Source: an optimization exercise on an open RTL-to-GDS flow (aim: small area, a short achievable clock period and few clock cycles per item). Production flows keep margins and buffers that such runs may drop. At most, simulation tests tie the RTL to the original design; equivalence was not proved.

==> inputs of job 6024 <==
// dotproduct
module dotproduct (
    input  logic         clk_i,
    input  logic         rst_ni,
    input  logic         start_i,
    input  logic [7:0]   nnz_i,
    input  logic [31:0]  a0_i, a1_i, a2_i, a3_i, a4_i,
                         a5_i, a6_i, a7_i, a8_i, a9_i,
    input  logic [31:0]  b0_i, b1_i, b2_i, b3_i, b4_i,
                         b5_i, b6_i, b7_i, b8_i, b9_i,
    input  logic [31:0]  c_i,
    output logic [63:0]  result_o,
    output logic         busy_o,
    output logic         result_valid_o,
    output logic [31:0]  cycle_count_o
);
==> flow/config.mk <==
export PLATFORM = sky130hd
export DESIGN_NAME = dotproduct
export DESIGN_NICKNAME = dotproduct
export VERILOG_FILES = /design/flow/design.v
export SDC_FILE = /design/flow/constraint.sdc
export NUM_CORES = 4
export LEC_CHECK = 0
export ABC_AREA = 1
export CAP_MARGIN = 70
export CORE_MARGIN = 2
export CORE_UTILIZATION = 40
export CTS_BUF_LIST = sky130_fd_sc_hd__clkbuf_4 sky130_fd_sc_hd__clkbuf_8
export SLEW_MARGIN = 80
==> flow/constraint.sdc <==
create_clock -name core_clock -period 15.0 [get_ports {clk_i}]
set_input_delay 3.0000 -clock core_clock [delete_from_list [all_inputs] [get_ports {clk_i}]]
set_output_delay 3.0000 -clock core_clock [all_outputs]
set_load 0.01 [all_outputs]
standard.sh (not shown) runs the stock make flow with config.mk's settings and CLKGATE_MAP_FILE= SYNTH_SCRIPT=/design/flow/synth_recipe.tcl, a recipe that flattens the netlist after the stock synthesis.
==> flow/flow/run.sh <==
#!/bin/bash
set -o pipefail
export BUFFER_PORTS_ARGS="-buffer_cell sky130_fd_sc_hd__buf_1"
bash standard.sh SETUP_SLACK_MARGIN=9.0 finish > standard.log 2>&1
==> job 809: changes against job 6024 <==
--- a/flow/design.v
+++ b/flow/design.v
@@ -14,23 +14,26 @@
     output logic [31:0]  cycle_count_o
 );
     logic        fvalid;      
     logic        fetching;    
     logic        flast;       
     logic        valid_q;
     logic [3:0]  cnt_q;       
     logic [9:0]  sel;         
-    logic        ch;          
+    logic        pend;        
+    logic        plast;       
+    logic [16:0] P;           
     logic [31:0] M;           
     logic [7:0]  bneg, bone, btwo;    
     logic        sh;          
     logic [63:0] acc;
     wire start_ok = start_i & ~fvalid;
-    wire go       = start_ok | fetching;
+    wire issue0   = start_ok | (fetching & ~pend);    
+    wire go       = issue0 | pend;                     
     logic [31:0] A, B;
     always_comb begin
         A = ({32{sel[0]}} & a0_i) | ({32{sel[1]}} & a1_i) | ({32{sel[2]}} & a2_i) |
             ({32{sel[3]}} & a3_i) | ({32{sel[4]}} & a4_i) | ({32{sel[5]}} & a5_i) |
             ({32{sel[6]}} & a6_i) | ({32{sel[7]}} & a7_i) | ({32{sel[8]}} & a8_i) |
             ({32{sel[9]}} & a9_i);
         B = ({32{sel[0]}} & b0_i) | ({32{sel[1]}} & b1_i) | ({32{sel[2]}} & b2_i) |
             ({32{sel[3]}} & b3_i) | ({32{sel[4]}} & b4_i) | ({32{sel[5]}} & b5_i) |
@@ -39,50 +42,46 @@
     end
     logic [9:0] lastsel;
     always_comb begin
         for (int k = 0; k < 10; k++) lastsel[k] = (nnz_i == 8'(k + 1));
     end
     wire nA = (A[31:15] == {17{A[31]}});    
     wire nB = (B[31:15] == {17{B[31]}});
     wire two  = ~nA & ~nB;
-    wire [31:0] X  = nB ? A : B;
-    wire [16:0] Qn = ch ? A[31:15] : (nB ? {B[15:0], 1'b0} : {A[15:0], 1'b0});
-    wire last_chunk = ~two | ch;
+    wire [31:0] X  = pend ? M : (nB ? A : B);
+    wire [16:0] Qn = pend ? P : (nB ? {B[15:0], 1'b0} : {A[15:0], 1'b0});
     wire last_elem  = |(sel & lastsel);
-    wire last_job   = last_chunk & last_elem;
     always_ff @(posedge clk_i) begin
         M     <= X;
+        P     <= A[31:15];
+        plast <= last_elem;
         for (int i = 0; i < 8; i++) begin
             bneg[i] <= go & Qn[2*i+2];
             bone[i] <= go & (Qn[2*i] ^ Qn[2*i+1]);
             btwo[i] <= go & ((Qn[2*i+2] & ~Qn[2*i+1] & ~Qn[2*i]) |
                              (~Qn[2*i+2] & Qn[2*i+1] & Qn[2*i]));
         end
-        sh    <= ch;
-        flast <= last_job;
+        sh    <= pend;
+        flast <= pend ? plast : (last_elem & ~two);
     end
     always_ff @(posedge clk_i or negedge rst_ni) begin
         if (!rst_ni) begin
             fvalid   <= 1'b0;
             fetching <= 1'b0;
+            pend     <= 1'b0;
             valid_q  <= 1'b0;
             cnt_q    <= 4'd0;
             sel      <= 10'd1;
-            ch       <= 1'b0;
         end else begin
             fvalid   <= go;
-            fetching <= go & ~last_job;
-            if (go) begin
-                if (last_chunk) begin
-                    ch  <= 1'b0;
-                    sel <= last_elem ? 10'd1 : {sel[8:0], 1'b0};
-                end else begin
-                    ch  <= 1'b1;
-                end
+            pend     <= issue0 & two;
+            if (issue0) begin
+                fetching <= ~last_elem;
+                sel      <= last_elem ? 10'd1 : {sel[8:0], 1'b0};
             end
             if (start_ok) begin
                 valid_q <= 1'b0;
                 cnt_q   <= nnz_i[3:0];
             end else if (fvalid & flast) begin
                 valid_q <= 1'b1;
             end
         end
@@ -1527,40 +1526,20 @@
     assign fs709 = acc[61] ^ ms521 ^ mc584;
     assign fc710 = (acc[61] & ms521) | (acc[61] & mc584) | (ms521 & mc584);
     assign fs711 = acc[62] ^ ms522 ^ mc585;
     assign fc712 = (acc[62] & ms522) | (acc[62] & mc585) | (ms522 & mc585);
     assign fs713 = acc[63] ^ ms523 ^ mc586;
     assign fc714 = (acc[63] & ms523) | (acc[63] & mc586) | (ms523 & mc586);
     assign fsum = {fs713, fs711, fs709, fs707, fs705, fs703, fs701, fs699, fs697, fs695, fs693, fs691, fs689, fs687, fs685, fs683, fs681, fs679, fs677, fs675, fs673, fs671, fs669, fs667, fs665, fs663, fs661, fs659, fs657, fs655, fs653, fs651, fs649, fs647, fs645, fs643, fs641, fs639, fs637, fs635, fs633, fs631, fs629, fs627, fs625, fs623, fs621, fs619, fs617, fs615, fs613, fs611, fs609, fs607, fs605, fs603, fs601, fs599, fs597, fs595, fs593, fs591, fs589, fs587};
     assign fcar = {fc712, fc710, fc708, fc706, fc704, fc702, fc700, fc698, fc696, fc694, fc692, fc690, fc688, fc686, fc684, fc682, fc680, fc678, fc676, fc674, fc672, fc670, fc668, fc666, fc664, fc662, fc660, fc658, fc656, fc654, fc652, fc650, fc648, fc646, fc644, fc642, fc640, fc638, fc636, fc634, fc632, fc630, fc628, fc626, fc624, fc622, fc620, fc618, fc616, fc614, fc612, fc610, fc608, fc606, fc604, fc602, fc600, fc598, fc596, fc594, fc592, fc590, fc588, mc524};
-    localparam int BW = 8;
-    localparam int NB = 64 / BW;
-    logic [NB-2:0] bc;
-    logic [63:0]   bcw;
-    logic [63:0]   acc_next;
-    logic [NB-2:0] bc_next;
-    always_comb begin
-        bcw = 64'd0;
-        for (int k = 1; k < NB; k++) bcw[k*BW] = bc[k-1];
-    end
-    assign {bc_next[0], acc_next[BW-1:0]} = {1'b0, fsum[BW-1:0]} + {1'b0, fcar[BW-1:0]};
-    for (genvar k = 1; k < NB; k++) begin : g_blk
-        wire [BW+1:0] t = {1'b0, fsum[k*BW +: BW], 1'b1} + {1'b0, fcar[k*BW +: BW], bc[k-1]};
-        assign acc_next[k*BW +: BW] = t[BW:1];
-        if (k < NB - 1) begin : g_co
-            assign bc_next[k] = t[BW+1];
-        end
-    end
+    wire [63:0] acc_next = fsum + fcar;
     always_ff @(posedge clk_i) begin
-        if (start_ok) begin
+        if (start_ok)
             acc <= {{32{c_i[31]}}, c_i};
-            bc  <= '0;
-        end else begin
+        else
             acc <= acc_next;
-            bc  <= bc_next;
-        end
     end
-    assign result_o       = acc + bcw;
+    assign result_o       = acc;
     assign busy_o         = fvalid;
     assign result_valid_o = valid_q;
     assign cycle_count_o  = {28'd0, cnt_q};
 endmodule
==> flow/flow/run.sh (replaced) <==
#!/bin/bash
set -o pipefail
export BUFFER_PORTS_ARGS="-buffer_cell sky130_fd_sc_hd__buf_1"
bash standard.sh SETUP_SLACK_MARGIN=8.5 finish > standard.log 2>&1
- CAP_MARGIN: 70 -> 20
- CTS_BUF_LIST: sky130_fd_sc_hd__clkbuf_4 sky130_fd_sc_hd__clkbuf_8 -> default
- PLACE_DENSITY: default -> 0.8
- SLEW_MARGIN: 80 -> 20
==> qor summary <==
|  | job 6024 | job 809 |
|---|---|---|
| Total number of clock tree sinks | 147 | 158 |
| Storage cell area | 3110 sq um | 3590 sq um |
| Vias per inst | 5.51 | 5.89 |
| Routed met1 length | 57800 microns | 53800 microns |
| WS Path Type | register to output port | register to register |
| Global routing usage summed across all routing layers | 40.5% | 39.3% |
| Maximum clock skew at final layout | 19.0 ps | 19.6 ps |
| Status | timing/DRC/antenna clean | timing/DRC/antenna clean |
| Die boundary height | 263 microns | 265 microns |
| Proportion of cell area occupied by multi-input gates | 65.3% | 63.6% |
| Last element of the critical path | result_o[30] | acc[50] |
| First-iteration detailed-routing DRC count | 3294 | 4677 |
| Initial Util | 40.6% | 40.5% |
| Number of distinct library cell variants in the gate-level netlist after synthesis | 55 | 52 |
| Clock input transition at the sequential cells of the worst setup and hold paths | 100 ps | 70 ps |
Testbench counts of job 6024, summed over its fixed seeds: cycles 18,851, items 2,400.
Only the layout flow was run in job 809; the RTL was not checked for function there.

* * *

==> run X: inputs <==
dotproduct again, from the RTL that the note above started with.
==> flow/config.mk <==
export PLATFORM = sky130hd
export DESIGN_NAME = dotproduct
export DESIGN_NICKNAME = dotproduct
export VERILOG_FILES = /design/flow/design.v
export SDC_FILE = /design/flow/constraint.sdc
export NUM_CORES = 4
export LEC_CHECK = 0
export ABC_AREA = 1
export CAP_MARGIN = 20
export CORE_MARGIN = 2
export CORE_UTILIZATION = 40
export CTS_BUF_LIST = sky130_fd_sc_hd__clkbuf_4 sky130_fd_sc_hd__clkbuf_8
export SLEW_MARGIN = 20
==> flow/constraint.sdc <==
create_clock -name core_clock -period 15.0 [get_ports {clk_i}]
set_input_delay 3.0000 -clock core_clock [delete_from_list [all_inputs] [get_ports {clk_i}]]
set_output_delay 3.0000 -clock core_clock [all_outputs]
set_load 0.01 [all_outputs]
==> flow/flow/run.sh <==
#!/bin/bash
set -o pipefail
export BUFFER_PORTS_ARGS="-buffer_cell sky130_fd_sc_hd__buf_1"
bash standard.sh SETUP_SLACK_MARGIN=9.0 finish > standard.log 2>&1
==> inputs of run P, as changes to run X <==
--- a/flow/design.v
+++ b/flow/design.v
@@ -16,40 +16,40 @@
     logic        fvalid;      
     logic        fetching;    
     logic        flast;       
     logic        valid_q;
     logic [3:0]  cnt_q;       
-    logic [9:0]  sel;         
+    logic [3:0]  idx;         
     logic        ch;          
     logic [31:0] M;           
     logic [7:0]  bneg, bone, btwo;    
     logic        sh;          
     logic [63:0] acc;
     wire start_ok = start_i & ~fvalid;
     wire go       = start_ok | fetching;
     logic [31:0] A, B;
     always_comb begin
-        A = ({32{sel[0]}} & a0_i) | ({32{sel[1]}} & a1_i) | ({32{sel[2]}} & a2_i) |
-            ({32{sel[3]}} & a3_i) | ({32{sel[4]}} & a4_i) | ({32{sel[5]}} & a5_i) |
-            ({32{sel[6]}} & a6_i) | ({32{sel[7]}} & a7_i) | ({32{sel[8]}} & a8_i) |
-            ({32{sel[9]}} & a9_i);
-        B = ({32{sel[0]}} & b0_i) | ({32{sel[1]}} & b1_i) | ({32{sel[2]}} & b2_i) |
-            ({32{sel[3]}} & b3_i) | ({32{sel[4]}} & b4_i) | ({32{sel[5]}} & b5_i) |
-            ({32{sel[6]}} & b6_i) | ({32{sel[7]}} & b7_i) | ({32{sel[8]}} & b8_i) |
-            ({32{sel[9]}} & b9_i);
-    end
-    logic [9:0] lastsel;
-    always_comb begin
-        for (int k = 0; k < 10; k++) lastsel[k] = (nnz_i == 8'(k + 1));
+        case (idx)
+            4'd0: begin A = a0_i; B = b0_i; end
+            4'd1: begin A = a1_i; B = b1_i; end
+            4'd2: begin A = a2_i; B = b2_i; end
+            4'd3: begin A = a3_i; B = b3_i; end
+            4'd4: begin A = a4_i; B = b4_i; end
+            4'd5: begin A = a5_i; B = b5_i; end
+            4'd6: begin A = a6_i; B = b6_i; end
+            4'd7: begin A = a7_i; B = b7_i; end
+            4'd8: begin A = a8_i; B = b8_i; end
+            default: begin A = a9_i; B = b9_i; end
+        endcase
     end
     wire nA = (A[31:15] == {17{A[31]}});    
     wire nB = (B[31:15] == {17{B[31]}});
     wire two  = ~nA & ~nB;
     wire [31:0] X  = nB ? A : B;
     wire [16:0] Qn = ch ? A[31:15] : (nB ? {B[15:0], 1'b0} : {A[15:0], 1'b0});
     wire last_chunk = ~two | ch;
-    wire last_elem  = |(sel & lastsel);
+    wire last_elem  = ({4'd0, idx} + 8'd1 == nnz_i);
     wire last_job   = last_chunk & last_elem;
     always_ff @(posedge clk_i) begin
         M     <= X;
         for (int i = 0; i < 8; i++) begin
             bneg[i] <= go & Qn[2*i+2];
@@ -64,19 +64,19 @@
         if (!rst_ni) begin
             fvalid   <= 1'b0;
             fetching <= 1'b0;
             valid_q  <= 1'b0;
             cnt_q    <= 4'd0;
-            sel      <= 10'd1;
+            idx      <= 4'd0;
             ch       <= 1'b0;
         end else begin
             fvalid   <= go;
             fetching <= go & ~last_job;
             if (go) begin
                 if (last_chunk) begin
                     ch  <= 1'b0;
-                    sel <= last_elem ? 10'd1 : {sel[8:0], 1'b0};
+                    idx <= last_elem ? 4'd0 : idx + 4'd1;
                 end else begin
                     ch  <= 1'b1;
                 end
             end
             if (start_ok) begin
@@ -1530,37 +1530,17 @@
     assign fc712 = (acc[62] & ms522) | (acc[62] & mc585) | (ms522 & mc585);
     assign fs713 = acc[63] ^ ms523 ^ mc586;
     assign fc714 = (acc[63] & ms523) | (acc[63] & mc586) | (ms523 & mc586);
     assign fsum = {fs713, fs711, fs709, fs707, fs705, fs703, fs701, fs699, fs697, fs695, fs693, fs691, fs689, fs687, fs685, fs683, fs681, fs679, fs677, fs675, fs673, fs671, fs669, fs667, fs665, fs663, fs661, fs659, fs657, fs655, fs653, fs651, fs649, fs647, fs645, fs643, fs641, fs639, fs637, fs635, fs633, fs631, fs629, fs627, fs625, fs623, fs621, fs619, fs617, fs615, fs613, fs611, fs609, fs607, fs605, fs603, fs601, fs599, fs597, fs595, fs593, fs591, fs589, fs587};
     assign fcar = {fc712, fc710, fc708, fc706, fc704, fc702, fc700, fc698, fc696, fc694, fc692, fc690, fc688, fc686, fc684, fc682, fc680, fc678, fc676, fc674, fc672, fc670, fc668, fc666, fc664, fc662, fc660, fc658, fc656, fc654, fc652, fc650, fc648, fc646, fc644, fc642, fc640, fc638, fc636, fc634, fc632, fc630, fc628, fc626, fc624, fc622, fc620, fc618, fc616, fc614, fc612, fc610, fc608, fc606, fc604, fc602, fc600, fc598, fc596, fc594, fc592, fc590, fc588, mc524};
-    localparam int BW = 8;
-    localparam int NB = 64 / BW;
-    logic [NB-2:0] bc;
-    logic [63:0]   bcw;
-    logic [63:0]   acc_next;
-    logic [NB-2:0] bc_next;
-    always_comb begin
-        bcw = 64'd0;
-        for (int k = 1; k < NB; k++) bcw[k*BW] = bc[k-1];
-    end
-    assign {bc_next[0], acc_next[BW-1:0]} = {1'b0, fsum[BW-1:0]} + {1'b0, fcar[BW-1:0]};
-    for (genvar k = 1; k < NB; k++) begin : g_blk
-        wire [BW+1:0] t = {1'b0, fsum[k*BW +: BW], 1'b1} + {1'b0, fcar[k*BW +: BW], bc[k-1]};
-        assign acc_next[k*BW +: BW] = t[BW:1];
-        if (k < NB - 1) begin : g_co
-            assign bc_next[k] = t[BW+1];
-        end
-    end
+    wire [63:0] acc_next = fsum + fcar;
     always_ff @(posedge clk_i) begin
-        if (start_ok) begin
+        if (start_ok)
             acc <= {{32{c_i[31]}}, c_i};
-            bc  <= '0;
-        end else begin
+        else
             acc <= acc_next;
-            bc  <= bc_next;
-        end
     end
-    assign result_o       = acc + bcw;
+    assign result_o       = acc;
     assign busy_o         = fvalid;
     assign result_valid_o = valid_q;
     assign cycle_count_o  = {28'd0, cnt_q};
 endmodule
==> flow/run.sh (new file) <==
#!/bin/bash
# synth_recipe.tcl (not shown) runs the flow's synth.tcl, then flattens the netlist and writes it again
# the make line also repeats each setting of config.mk as NAME=value (left out here)
make -C /OpenROAD-flow-scripts/flow DESIGN_CONFIG=/design/flow/config.mk WORK_HOME=/design/flow/orfs CLKGATE_MAP_FILE= SYNTH_SCRIPT=/design/flow/synth_recipe.tcl finish
Settings changed: CTS_BUF_LIST sky130_fd_sc_hd__clkbuf_4 sky130_fd_sc_hd__clkbuf_8 to unset.
removed: flow/flow/run.sh
removed: flow/standard.sh
==> inputs of run R, as changes to run X <==
--- a/flow/design.v
+++ b/flow/design.v
@@ -16,40 +16,40 @@
     logic        fvalid;      
     logic        fetching;    
     logic        flast;       
     logic        valid_q;
     logic [3:0]  cnt_q;       
-    logic [9:0]  sel;         
+    logic [3:0]  idx;         
     logic        ch;          
     logic [31:0] M;           
     logic [7:0]  bneg, bone, btwo;    
     logic        sh;          
     logic [63:0] acc;
     wire start_ok = start_i & ~fvalid;
     wire go       = start_ok | fetching;
     logic [31:0] A, B;
     always_comb begin
-        A = ({32{sel[0]}} & a0_i) | ({32{sel[1]}} & a1_i) | ({32{sel[2]}} & a2_i) |
-            ({32{sel[3]}} & a3_i) | ({32{sel[4]}} & a4_i) | ({32{sel[5]}} & a5_i) |
-            ({32{sel[6]}} & a6_i) | ({32{sel[7]}} & a7_i) | ({32{sel[8]}} & a8_i) |
-            ({32{sel[9]}} & a9_i);
-        B = ({32{sel[0]}} & b0_i) | ({32{sel[1]}} & b1_i) | ({32{sel[2]}} & b2_i) |
-            ({32{sel[3]}} & b3_i) | ({32{sel[4]}} & b4_i) | ({32{sel[5]}} & b5_i) |
-            ({32{sel[6]}} & b6_i) | ({32{sel[7]}} & b7_i) | ({32{sel[8]}} & b8_i) |
-            ({32{sel[9]}} & b9_i);
-    end
-    logic [9:0] lastsel;
-    always_comb begin
-        for (int k = 0; k < 10; k++) lastsel[k] = (nnz_i == 8'(k + 1));
+        case (idx)
+            4'd0: begin A = a0_i; B = b0_i; end
+            4'd1: begin A = a1_i; B = b1_i; end
+            4'd2: begin A = a2_i; B = b2_i; end
+            4'd3: begin A = a3_i; B = b3_i; end
+            4'd4: begin A = a4_i; B = b4_i; end
+            4'd5: begin A = a5_i; B = b5_i; end
+            4'd6: begin A = a6_i; B = b6_i; end
+            4'd7: begin A = a7_i; B = b7_i; end
+            4'd8: begin A = a8_i; B = b8_i; end
+            default: begin A = a9_i; B = b9_i; end
+        endcase
     end
     wire nA = (A[31:15] == {17{A[31]}});    
     wire nB = (B[31:15] == {17{B[31]}});
     wire two  = ~nA & ~nB;
     wire [31:0] X  = nB ? A : B;
     wire [16:0] Qn = ch ? A[31:15] : (nB ? {B[15:0], 1'b0} : {A[15:0], 1'b0});
     wire last_chunk = ~two | ch;
-    wire last_elem  = |(sel & lastsel);
+    wire last_elem  = ({4'd0, idx} + 8'd1 == nnz_i);
     wire last_job   = last_chunk & last_elem;
     always_ff @(posedge clk_i) begin
         M     <= X;
         for (int i = 0; i < 8; i++) begin
             bneg[i] <= go & Qn[2*i+2];
@@ -64,19 +64,19 @@
         if (!rst_ni) begin
             fvalid   <= 1'b0;
             fetching <= 1'b0;
             valid_q  <= 1'b0;
             cnt_q    <= 4'd0;
-            sel      <= 10'd1;
+            idx      <= 4'd0;
             ch       <= 1'b0;
         end else begin
             fvalid   <= go;
             fetching <= go & ~last_job;
             if (go) begin
                 if (last_chunk) begin
                     ch  <= 1'b0;
-                    sel <= last_elem ? 10'd1 : {sel[8:0], 1'b0};
+                    idx <= last_elem ? 4'd0 : idx + 4'd1;
                 end else begin
                     ch  <= 1'b1;
                 end
             end
             if (start_ok) begin
@@ -1530,37 +1530,17 @@
     assign fc712 = (acc[62] & ms522) | (acc[62] & mc585) | (ms522 & mc585);
     assign fs713 = acc[63] ^ ms523 ^ mc586;
     assign fc714 = (acc[63] & ms523) | (acc[63] & mc586) | (ms523 & mc586);
     assign fsum = {fs713, fs711, fs709, fs707, fs705, fs703, fs701, fs699, fs697, fs695, fs693, fs691, fs689, fs687, fs685, fs683, fs681, fs679, fs677, fs675, fs673, fs671, fs669, fs667, fs665, fs663, fs661, fs659, fs657, fs655, fs653, fs651, fs649, fs647, fs645, fs643, fs641, fs639, fs637, fs635, fs633, fs631, fs629, fs627, fs625, fs623, fs621, fs619, fs617, fs615, fs613, fs611, fs609, fs607, fs605, fs603, fs601, fs599, fs597, fs595, fs593, fs591, fs589, fs587};
     assign fcar = {fc712, fc710, fc708, fc706, fc704, fc702, fc700, fc698, fc696, fc694, fc692, fc690, fc688, fc686, fc684, fc682, fc680, fc678, fc676, fc674, fc672, fc670, fc668, fc666, fc664, fc662, fc660, fc658, fc656, fc654, fc652, fc650, fc648, fc646, fc644, fc642, fc640, fc638, fc636, fc634, fc632, fc630, fc628, fc626, fc624, fc622, fc620, fc618, fc616, fc614, fc612, fc610, fc608, fc606, fc604, fc602, fc600, fc598, fc596, fc594, fc592, fc590, fc588, mc524};
-    localparam int BW = 8;
-    localparam int NB = 64 / BW;
-    logic [NB-2:0] bc;
-    logic [63:0]   bcw;
-    logic [63:0]   acc_next;
-    logic [NB-2:0] bc_next;
-    always_comb begin
-        bcw = 64'd0;
-        for (int k = 1; k < NB; k++) bcw[k*BW] = bc[k-1];
-    end
-    assign {bc_next[0], acc_next[BW-1:0]} = {1'b0, fsum[BW-1:0]} + {1'b0, fcar[BW-1:0]};
-    for (genvar k = 1; k < NB; k++) begin : g_blk
-        wire [BW+1:0] t = {1'b0, fsum[k*BW +: BW], 1'b1} + {1'b0, fcar[k*BW +: BW], bc[k-1]};
-        assign acc_next[k*BW +: BW] = t[BW:1];
-        if (k < NB - 1) begin : g_co
-            assign bc_next[k] = t[BW+1];
-        end
-    end
+    wire [63:0] acc_next = fsum + fcar;
     always_ff @(posedge clk_i) begin
-        if (start_ok) begin
+        if (start_ok)
             acc <= {{32{c_i[31]}}, c_i};
-            bc  <= '0;
-        end else begin
+        else
             acc <= acc_next;
-            bc  <= bc_next;
-        end
     end
-    assign result_o       = acc + bcw;
+    assign result_o       = acc;
     assign busy_o         = fvalid;
     assign result_valid_o = valid_q;
     assign cycle_count_o  = {28'd0, cnt_q};
 endmodule
==> flow/flow/run.sh (replaced) <==
#!/bin/bash
set -o pipefail
export BUFFER_PORTS_ARGS="-buffer_cell sky130_fd_sc_hd__buf_1"
bash standard.sh SETUP_SLACK_MARGIN=9.5 finish > standard.log 2>&1
Settings changed: CTS_BUF_LIST sky130_fd_sc_hd__clkbuf_4 sky130_fd_sc_hd__clkbuf_8 to unset.
==> comparison <==
Global-route usage: run P is lower than run R (2.0 points). Against run P, the worst hold slack of run X is higher by 0.013 ns. Clock skew: run R is lower than run P (0.0020 ns). Between run R and run X, the lower register-to-register slack is in run R (gap 0.18 ns). Between run P and run X, the lower die area is in run P (gap 2.4%, measured against run X). Between run P and run X, the lower critical path depth is in run X (gap 11).
Testbench counts of run X, summed over its fixed seeds: cycles 18,851, items 2,400.
Testbench counts of run P, summed over its fixed seeds: cycles 18,851, items 2,400.
Testbench counts of run R, summed over its fixed seeds: cycles 18,851, items 2,400.

static timing again, ports no longer ideal:
How much do the figures lean on ideal ports? The routed layouts below were timed once more, with nothing changed but the port constraints. Step 1: set_driving_cell puts a clkbuf_16 on clk_i and a buf_2 on each other input, an assumption about the parent block. Step 2, shift: input delay + t, output delay - t, t = (earliest + latest rising clock arrival at the registers) / 2. This alone moves slack from input paths to output paths. Slacks: no drivers / after step 1 / after step 2; pairs: no drivers / after step 1.
| run | t, ns | slack for setup (ns) | worst setup path after step 2 | latest minus earliest clock arrival (ns) | worst register clock-pin slew, ns |
|---|---|---|---|---|---|
| job 6024 | 0.615 | 9.102 / 9.042 / 8.651 | input to register | 0.019 / 0.019 | 0.10 / 0.10 |
| job 809 | 0.546 | 8.611 / 8.611 / 8.611 | register to register | 0.019 / 0.020 | 0.09 / 0.09 |
| run X | 0.597 | 9.124 / 9.068 / 8.818 | input to register | 0.015 / 0.016 | 0.10 / 0.10 |
| run P | 0.560 | 8.100 / 8.100 / 8.100 | register to register | 0.026 / 0.026 | 0.08 / 0.08 |
| run R | 0.550 | 8.995 / 8.995 / 8.995 | register to register | 0.024 / 0.025 | 0.08 / 0.08 |
After both steps every run listed still meets setup and hold. For job 6024, which loses most, drivers alone change the setup slack by -0.060 ns; drivers and shift together by -0.451 ns.
